What follows belongs to an exercise in optimizing a design on an open flow for small area, a short achievable clock period and few clock cycles; a production flow would make more cautious choices. At most, simulation tests tie the RTL to the original design; equivalence was not proved. Power figures rest on the tool's default switching activity, not on a simulated workload.

## job 5878
==> module EdCellO, before the edit <==
module EdCellO(input wire a, input wire v, input wire m, input wire mn,
               output wire ao, output wire vo);
    assign ao = ~((mn & a) | v);
    assign vo = ~((m | v) & a);
endmodule
clock: 5.0 ns
lec_check: 0
cap_margin: 20
core_margin: 2
core_utilization: 70
cts_buf_list: sky130_fd_sc_hd__clkbuf_16
cts_cluster_diameter: 100
cts_cluster_size: 30
place_density: 0.8
setup_slack_margin: 2.9
slew_margin: 20
synth_hierarchical: 1
run.sh (not shown) runs the stock make flow with config.mk's settings and CLKGATE_MAP_FILE= SYNTH_SCRIPT=/design/flow/synth_recipe.tcl, a recipe that flattens the netlist after the stock synthesis.
Testbench counts of job 5878, summed over its fixed seeds: cycles 53,248.
Input-level comparison between job 6786 and job 5878:
--- a/flow/design.v
+++ b/flow/design.v
@@ -177,9 +177,9 @@
                output wire ao, output wire vo);
     assign ao = ~((m | a) & v);
     assign vo = ~((mn & v) | a);
 endmodule
 module EdCellO(input wire a, input wire v, input wire m, input wire mn,
                output wire ao, output wire vo);
-    assign ao = ~((mn & a) | v);
+    assign ao = ~((a & mn) | v);
     assign vo = ~((m | v) & a);
 endmodule
==> run notes <==
- Taking job 5878 as 1.0, job 6786 lands at 0.877 on non-clock buffer count.
- Job 6786 -> job 5878: global-route usage flat
- Cell area went up slightly going from job 5878 to job 6786.
- Number of multi-input logic gates: job 6786 vs job 5878 identical
- The shortest clock period the worst path allows after layout number comes out higher for job 5878 vs job 6786.
- Met1 track demand over resource in global routing, job 5878 and job 6786: smaller value in job 5878
- Comparing job 5878 and job 6786, the higher final clock period utilization by the worst path is on job 5878.
- On critical path depth: job 6786 sits above job 5878.
- Floorplan die area went up by a few percent going from job 5878 to job 6786.
- Job 6786 against job 5878: count of max-cap constraint violations about even; via count now smaller; final wirelength -3.6%.
For job 6786, only the layout was checked, not whether the RTL still works.

The RTL this note starts from:
==> flow/design.v <==
`timescale 1ns / 1ps
module EditDistance(
output wire [31:0] addr_rom_0,
input  wire [1:0]  data_o_0,
output wire [31:0] addr_rom_1,
input  wire [1:0]  data_o_1,
input  wire clk,
input  wire rst,
output reg         result_en,
output wire [31:0] result_addr,
output wire [31:0] result
);
localparam P    = 16;         
localparam N    = 1640;       
localparam W    = N - P + 1;  
localparam NB   = 2;          
localparam CW   = P / NB;     
reg        ph;
reg [10:0] cnt;
reg        done;
reg [10:0] raddr;
localparam [10:0] FIRST = 11'd19 + NB;
localparam [10:0] LAST  = W - 1;
always @(posedge clk) begin
    if (rst) begin
        ph    <= 1'b0;
        cnt   <= 11'd0;
        done  <= 1'b0;
        result_en <= 1'b0;
        raddr <= 11'd0;
    end else begin
        if (!ph && cnt[3:0] == 4'd15) begin
            ph  <= 1'b1;
            cnt <= 11'd0;
        end else begin
            cnt <= cnt + 11'd1;
        end
        if (ph && (cnt & FIRST) == FIRST && !done)
            result_en <= 1'b1;
        if (result_en) begin
            raddr <= raddr + 11'd1;
            if ((raddr & LAST) == LAST) begin
                result_en <= 1'b0;
                done <= 1'b1;
            end
        end
    end
end
wire ld = !ph || cnt[10:1] == 10'd0;
assign addr_rom_0  = {21'd0, cnt};
assign addr_rom_1  = {28'd0, cnt[3:0]};
assign result_addr = {21'd0, raddr};
reg [1:0] pat [0:P-1];
always @(posedge clk) begin : pat_shift
    integer j;
    if (ld) begin
        pat[P-1] <= data_o_1;
        for (j = 0; j < P-1; j = j + 1) pat[j] <= pat[j+1];
    end
end
wire [1:0] tsel [0:NB-1];
assign tsel[0] = data_o_0;
genvar g;
for (g = 1; g < NB; g = g + 1) begin : tdel
    reg [1:0] q;
    if (g == 1) begin : d1
        always @(posedge clk) q <= data_o_0;
    end else begin : dn
        always @(posedge clk) q <= tdel[g-1].q;
    end
    assign tsel[g] = q;
end
reg [P-1:0] m;
wire [P-1:0] mn = ~m;
always @(posedge clk) begin : match
    integer j;
    for (j = 0; j < P; j = j + 1) m[j] <= (tsel[j / CW] == pat[j]);
end
wire [P-1:0] vr [0:P];
genvar r, k, c;
for (k = 0; k < P; k = k + 1) begin : top
    assign vr[0][k] = (k % 2 == 1);           
end
for (r = 1; r <= P; r = r + 1) begin : row
    reg [P-1:0] vq;
    wire [NB:0] aout;              
    reg  [NB:0] aq;
    always @(posedge clk) aq <= aout;
    assign aout[0] = 1'b0;
    for (k = 0; k < NB; k = k + 1) begin : blk
        wire [CW:0] a;                 
        assign a[0] = (k == 0) ? ((r % 2) == 1) : aq[k];
        for (c = 0; c < CW; c = c + 1) begin : cl
            localparam J = k*CW + c;
            wire mm = m[J];
            wire v  = vr[r-1][J];
            if (r == 1 || J == 0) begin : edge_cell
                if ((r + J) % 2 == 0) begin : ev
                    assign a[c+1] = ~((mm | a[c]) & v);
                    always @(posedge clk) vq[J] <= ~((~mm & v) | a[c]);
                end else begin : od
                    assign a[c+1] = ~((a[c] & ~mm) | v);
                    always @(posedge clk) vq[J] <= ~((mm | v) & a[c]);
                end
            end else begin : inner
                wire vo;
                if ((r + J) % 2 == 0) begin : ev
                    EdCellE u (.a(a[c]), .v(v), .m(mm), .mn(mn[J]), .ao(a[c+1]), .vo(vo));
                end else begin : od
                    EdCellO u (.a(a[c]), .v(v), .m(mm), .mn(mn[J]), .ao(a[c+1]), .vo(vo));
                end
                always @(posedge clk) vq[J] <= vo;
            end
        end
        assign aout[k+1] = a[CW];
    end
    assign vr[r] = vq;
end
wire [P-1:0] nbr16;
for (k = 0; k < P; k = k + 1) begin : fix
    assign nbr16[k] = (k % 2 == 0) ? ~vr[P][k] : vr[P][k];
end
localparam HALF = 8;
localparam G    = P / HALF;
function [3:0] popg;
input [7:0] v;
reg [7:0] s;
reg x;
begin
    s = v;
    x = s[0] & s[1]; s[1] = s[0] | s[1]; s[0] = x;
    x = s[2] & s[3]; s[3] = s[2] | s[3]; s[2] = x;
    x = s[0] & s[2]; s[2] = s[0] | s[2]; s[0] = x;
    x = s[1] & s[3]; s[3] = s[1] | s[3]; s[1] = x;
    x = s[1] & s[2]; s[2] = s[1] | s[2]; s[1] = x;
    x = s[4] & s[5]; s[5] = s[4] | s[5]; s[4] = x;
    x = s[6] & s[7]; s[7] = s[6] | s[7]; s[6] = x;
    x = s[4] & s[6]; s[6] = s[4] | s[6]; s[4] = x;
    x = s[5] & s[7]; s[7] = s[5] | s[7]; s[5] = x;
    x = s[5] & s[6]; s[6] = s[5] | s[6]; s[5] = x;
    x = s[0] & s[4]; s[4] = s[0] | s[4]; s[0] = x;
    x = s[2] & s[6]; s[6] = s[2] | s[6]; s[2] = x;
    x = s[2] & s[4]; s[4] = s[2] | s[4]; s[2] = x;
    x = s[1] & s[5]; s[5] = s[1] | s[5]; s[1] = x;
    x = s[3] & s[7]; s[7] = s[3] | s[7]; s[3] = x;
    x = s[3] & s[5]; s[5] = s[3] | s[5]; s[3] = x;
    x = s[1] & s[2]; s[2] = s[1] | s[2]; s[1] = x;
    x = s[3] & s[4]; s[4] = s[3] | s[4]; s[3] = x;
    x = s[5] & s[6]; s[6] = s[5] | s[6]; s[5] = x;
    popg[0] = (s[7] & ~s[6]) | (s[5] & ~s[4]) | (s[3] & ~s[2]) | (s[1] & ~s[0]);
    popg[1] = (s[6] & ~s[5]) | (s[5] & ~s[4]) | (s[2] & ~s[1]) | (s[1] & ~s[0]);
    popg[2] = (s[4] & ~s[3]) | (s[3] & ~s[2]) | (s[2] & ~s[1]) | (s[1] & ~s[0]);
    popg[3] = (s[0]);
end
endfunction
wire [4-1:0] pal [0:G-1];
for (k = 0; k < G; k = k + 1) begin : grp
    localparam DL = NB - 1 - (k * HALF) / CW;    
    reg [4-1:0] pc [0:DL];
    always @(posedge clk) pc[0] <= popg(nbr16[k*HALF +: HALF]);
    for (c = 1; c <= DL; c = c + 1) begin : dly
        always @(posedge clk) pc[c] <= pc[c-1];
    end
    assign pal[k] = pc[DL];
end
reg [4:0] zeros;
always @(posedge clk) begin : tot
    integer j;
    reg [4:0] z;
    z = 5'd0;
    for (j = 0; j < G; j = j + 1) z = z + pal[j];
    zeros <= z;
end
assign result = {26'd0, zeros, 1'b0};
endmodule
module EdCellE(input wire a, input wire v, input wire m, input wire mn,
               output wire ao, output wire vo);
    assign ao = ~((m | a) & v);
    assign vo = ~((mn & v) | a);
endmodule
module EdCellO(input wire a, input wire v, input wire m, input wire mn,
               output wire ao, output wire vo);
    assign ao = ~((mn & a) | v);
    assign vo = ~((m | v) & a);
endmodule
make LEC_CHECK=0 ABC_AREA=1 CAP_MARGIN=20 CORE_MARGIN=2 CORE_UTILIZATION=70 CTS_BUF_LIST=sky130_fd_sc_hd__clkbuf_16 CTS_CLUSTER_DIAMETER=100 CTS_CLUSTER_SIZE=30 PLACE_DENSITY=0.8 SETUP_SLACK_MARGIN=2.9 SLEW_MARGIN=20 SYNTH_HIERARCHICAL=1 finish   # period 5.0 ns
Testbench counts at the start, summed over its fixed seeds: cycles 53,248.
Change:
--- a/flow/design.v
+++ b/flow/design.v
@@ -18,36 +18,41 @@
 reg        ph;
 reg [10:0] cnt;
 reg        done;
 reg [10:0] raddr;
 localparam [10:0] FIRST = 11'd19 + NB;
 localparam [10:0] LAST  = W - 1;
+reg rq;
+always @(posedge clk) rq <= rst;
 always @(posedge clk) begin
-    if (rst) begin
+    if (rq) begin
         ph    <= 1'b0;
         cnt   <= 11'd0;
         done  <= 1'b0;
-        result_en <= 1'b0;
         raddr <= 11'd0;
     end else begin
         if (!ph && cnt[3:0] == 4'd15) begin
             ph  <= 1'b1;
             cnt <= 11'd0;
         end else begin
             cnt <= cnt + 11'd1;
         end
-        if (ph && (cnt & FIRST) == FIRST && !done)
-            result_en <= 1'b1;
         if (result_en) begin
             raddr <= raddr + 11'd1;
-            if ((raddr & LAST) == LAST) begin
-                result_en <= 1'b0;
+            if ((raddr & LAST) == LAST)
                 done <= 1'b1;
-            end
         end
     end
+end
+always @(posedge clk) begin
+    if (rst || rq)
+        result_en <= 1'b0;
+    else if (result_en && (raddr & LAST) == LAST)
+        result_en <= 1'b0;
+    else if (ph && (cnt & FIRST) == FIRST && !done)
+        result_en <= 1'b1;
 end
 wire ld = !ph || cnt[10:1] == 10'd0;
 assign addr_rom_0  = {21'd0, cnt};
 assign addr_rom_1  = {28'd0, cnt[3:0]};
 assign result_addr = {21'd0, raddr};
 reg [1:0] pat [0:P-1];
What happened: Sequential share of layout area goes down by 0.13 points. Via count came out lower by 2.3%. Setup slack is better by 12 ps. Core utilization came out lower by 1.3 points. Worst hold slack is about the same. Clock power is about the same. Die area increases by 0.41%. First-iteration DRC count decreases by 20%. Routed wire length goes down by 2.9%. Cell count hardly moves.
For the second run of this note, only the layout was checked, not whether the RTL still works.

EditDistance, a different RTL version from the one above (not shown whole).
For scale: ~1600 cells after synthesis, ~340 flip-flops, ~140 I/O pins, ~15000 um^2 of cells after synthesis.
==> module EditDistance, before the edit <==
module EditDistance(
output wire [31:0] addr_rom_0,
input  wire [1:0]  data_o_0,
output wire [31:0] addr_rom_1,
input  wire [1:0]  data_o_1,
input  wire clk,
input  wire rst,
output reg         result_en,
output wire [31:0] result_addr,
output wire [31:0] result
);
localparam P    = 16;         
localparam N    = 1640;       
localparam W    = N - P + 1;  
localparam NB   = 1;          
localparam CW   = P / NB;     
reg        ph;
reg [10:0] cnt;
reg        done;
reg [10:0] raddr;
reg        ld1, ld2;          
always @(posedge clk) begin
    if (rst) begin
        ph    <= 1'b0;
        cnt   <= 11'd0;
        done  <= 1'b0;
        result_en <= 1'b0;
        raddr <= 11'd0;
    end else begin
        if (!ph && cnt[3:0] == 4'd15) begin
            ph  <= 1'b1;
            cnt <= 11'd0;
        end else begin
            cnt <= cnt + 11'd1;
        end
        if (ph && cnt == (11'd19 + NB - 1) && !done)
            result_en <= 1'b1;
        if (result_en) begin
            raddr <= raddr + 11'd1;
            if (raddr == W - 1) begin
                result_en <= 1'b0;
                done <= 1'b1;
            end
        end
    end
end
always @(posedge clk) begin
    ld1 <= !ph;
    ld2 <= ld1;
end
assign addr_rom_0  = {21'd0, cnt};
assign addr_rom_1  = {28'd0, cnt[3:0]};
assign result_addr = {21'd0, raddr};
reg [1:0] pat [0:P-1];
always @(posedge clk) begin : pat_shift
    integer j;
    if (ld2) begin
        pat[P-1] <= data_o_1;
        for (j = 0; j < P-1; j = j + 1) pat[j] <= pat[j+1];
    end
end
wire [1:0] tsel [0:NB-1];
assign tsel[0] = data_o_0;
genvar g;
for (g = 1; g < NB; g = g + 1) begin : tdel
    reg [1:0] q;
    if (g == 1) begin : d1
        always @(posedge clk) q <= data_o_0;
    end else begin : dn
        always @(posedge clk) q <= tdel[g-1].q;
    end
    assign tsel[g] = q;
end
reg [P-1:0] m;
always @(posedge clk) begin : match
    integer j;
    for (j = 0; j < P; j = j + 1) m[j] <= (tsel[j / CW] == pat[j]);
end
wire [P-1:0] nbr [0:P];
assign nbr[0] = {P{1'b1}};
genvar r, k, c;
for (r = 1; r <= P; r = r + 1) begin : row
    reg [P-1:0] nbq;
    wire [NB:0] aout;              
    reg  [NB:0] aq;
    assign aout[0] = 1'b0;
    always @(posedge clk) aq <= aout;
    for (k = 0; k < NB; k = k + 1) begin : blk
        wire [CW:0] a;
        assign a[0] = (k == 0) ? 1'b0 : aq[k];
        for (c = 0; c < CW; c = c + 1) begin : cl
            assign a[c+1] = nbr[r-1][k*CW+c] & (m[k*CW+c] | a[c]);
            always @(posedge clk)
                nbq[k*CW+c] <= a[c] | (~m[k*CW+c] & nbr[r-1][k*CW+c]);
        end
        assign aout[k+1] = a[CW];
    end
    assign nbr[r] = nbq;
end
function [4:0] pop;
input [P-1:0] v;
integer j;
begin
    pop = 5'd0;
    for (j = 0; j < P; j = j + 1) pop = pop + v[j];
end
endfunction
reg [4:0] acc [0:NB-1];
for (k = 0; k < NB; k = k + 1) begin : sum
    wire [P-1:0] part = nbr[P] & ({{(P-CW){1'b0}}, {CW{1'b1}}} << (k*CW));
    always @(posedge clk)
        acc[k] <= (k == 0 ? 5'd0 : acc[k == 0 ? 0 : k-1]) + pop(part);
end
assign result = {26'd0, acc[NB-1], 1'b0};
endmodule
==> flow/config.mk <==
export PLATFORM = sky130hd
export DESIGN_NAME = EditDistance
export DESIGN_NICKNAME = EditDistance
export VERILOG_FILES = /design/flow/design.v
export SDC_FILE = /design/flow/constraint.sdc
export NUM_CORES = 4
export LEC_CHECK = 0
export CAP_MARGIN = 20
export CORE_MARGIN = 2
export CORE_UTILIZATION = 40
export SLEW_MARGIN = 20
==> flow/constraint.sdc <==
create_clock -name core_clock -period 5.0 [get_ports {clk}]
set_input_delay 1.0000 -clock core_clock [delete_from_list [all_inputs] [get_ports {clk}]]
set_output_delay 1.0000 -clock core_clock [all_outputs]
set_load 0.01 [all_outputs]
Then changed:
--- a/flow/design.v
+++ b/flow/design.v
@@ -10,13 +10,13 @@
 output wire [31:0] result_addr,
 output wire [31:0] result
 );
 localparam P    = 16;         
 localparam N    = 1640;       
 localparam W    = N - P + 1;  
-localparam NB   = 1;          
+localparam NB   = 2;          
 localparam CW   = P / NB;     
 reg        ph;
 reg [10:0] cnt;
 reg        done;
 reg [10:0] raddr;
 reg        ld1, ld2;          
@@ -31,13 +31,13 @@
         if (!ph && cnt[3:0] == 4'd15) begin
             ph  <= 1'b1;
             cnt <= 11'd0;
         end else begin
             cnt <= cnt + 11'd1;
         end
-        if (ph && cnt == (11'd19 + NB - 1) && !done)
+        if (ph && cnt == (11'd19 + NB) && !done)
             result_en <= 1'b1;
         if (result_en) begin
             raddr <= raddr + 11'd1;
             if (raddr == W - 1) begin
                 result_en <= 1'b0;
                 done <= 1'b1;
@@ -95,22 +95,28 @@
                 nbq[k*CW+c] <= a[c] | (~m[k*CW+c] & nbr[r-1][k*CW+c]);
         end
         assign aout[k+1] = a[CW];
     end
     assign nbr[r] = nbq;
 end
-function [4:0] pop;
-input [P-1:0] v;
+function [3:0] pop8;
+input [7:0] v;
 integer j;
 begin
-    pop = 5'd0;
-    for (j = 0; j < P; j = j + 1) pop = pop + v[j];
+    pop8 = 4'd0;
+    for (j = 0; j < 8; j = j + 1) pop8 = pop8 + v[j];
 end
 endfunction
-reg [4:0] acc [0:NB-1];
-for (k = 0; k < NB; k = k + 1) begin : sum
-    wire [P-1:0] part = nbr[P] & ({{(P-CW){1'b0}}, {CW{1'b1}}} << (k*CW));
-    always @(posedge clk)
-        acc[k] <= (k == 0 ? 5'd0 : acc[k == 0 ? 0 : k-1]) + pop(part);
+wire [3:0] pal [0:1];
+for (k = 0; k < 2; k = k + 1) begin : half
+    localparam DL = NB - 1 - (k * 8) / CW;    
+    reg [3:0] pc [0:DL];
+    always @(posedge clk) pc[0] <= pop8(nbr[P][k*8 +: 8]);
+    for (c = 1; c <= DL; c = c + 1) begin : dly
+        always @(posedge clk) pc[c] <= pc[c-1];
+    end
+    assign pal[k] = pc[DL];
 end
-assign result = {26'd0, acc[NB-1], 1'b0};
+reg [4:0] zeros;
+always @(posedge clk) zeros <= pal[0] + pal[1];
+assign result = {26'd0, zeros, 1'b0};
 endmodule
=> The changed run finished clean; first-iteration DRC count goes up by 6.3%; sequential cell count goes up by 30; combinational power goes down by 22%; power goes down by 4.3%; utilization goes down by 0.16 points; final area goes down by 0.36%.
Function was not checked in any run of this note: the RTL went through the layout flow alone.

[port drivers added, routing unchanged]
No port has a modelled driver above. Below, the same layouts with a new extraction and two added sets of constraints.
Step 1 assumes that a clkbuf_16 drives the clock port and a buf_2 every other input.
Step 2 moves the port delays by t, midway between the first and last clock arrival at a register: inputs arrive t later, outputs are due t later. That takes back most of the time a late clock gives input paths.
Three values: ideal ports, drivers, drivers and shift; two values: the first two.
run	t (ns)	slack for setup (ns)	hold slack, ns	cell pins on the clock port's net
job 5878	0.536	2.898 / 2.855 / 2.507	0.330 / 0.330 / 0.330	1
job 6786	0.535	2.918 / 2.893 / 2.745	0.337 / 0.337 / 0.337	1
the first run of note 2	0.532	2.937 / 2.894 / 2.483	0.338 / 0.338 / 0.338	1
the second run of note 2	0.537	2.948 / 2.904 / 2.748	0.337 / 0.337 / 0.337	1
the first run of note 3	0.571	1.719 / 1.719 / 1.719	0.326 / 0.326 / 0.326	1
the second run of note 3	0.552	2.304 / 2.280 / 2.304	0.326 / 0.326 / 0.326	1
After both steps every run listed still meets setup and hold. For the first run of note 2, which loses most, drivers alone change the setup slack by -0.043 ns; drivers and shift together by -0.454 ns.
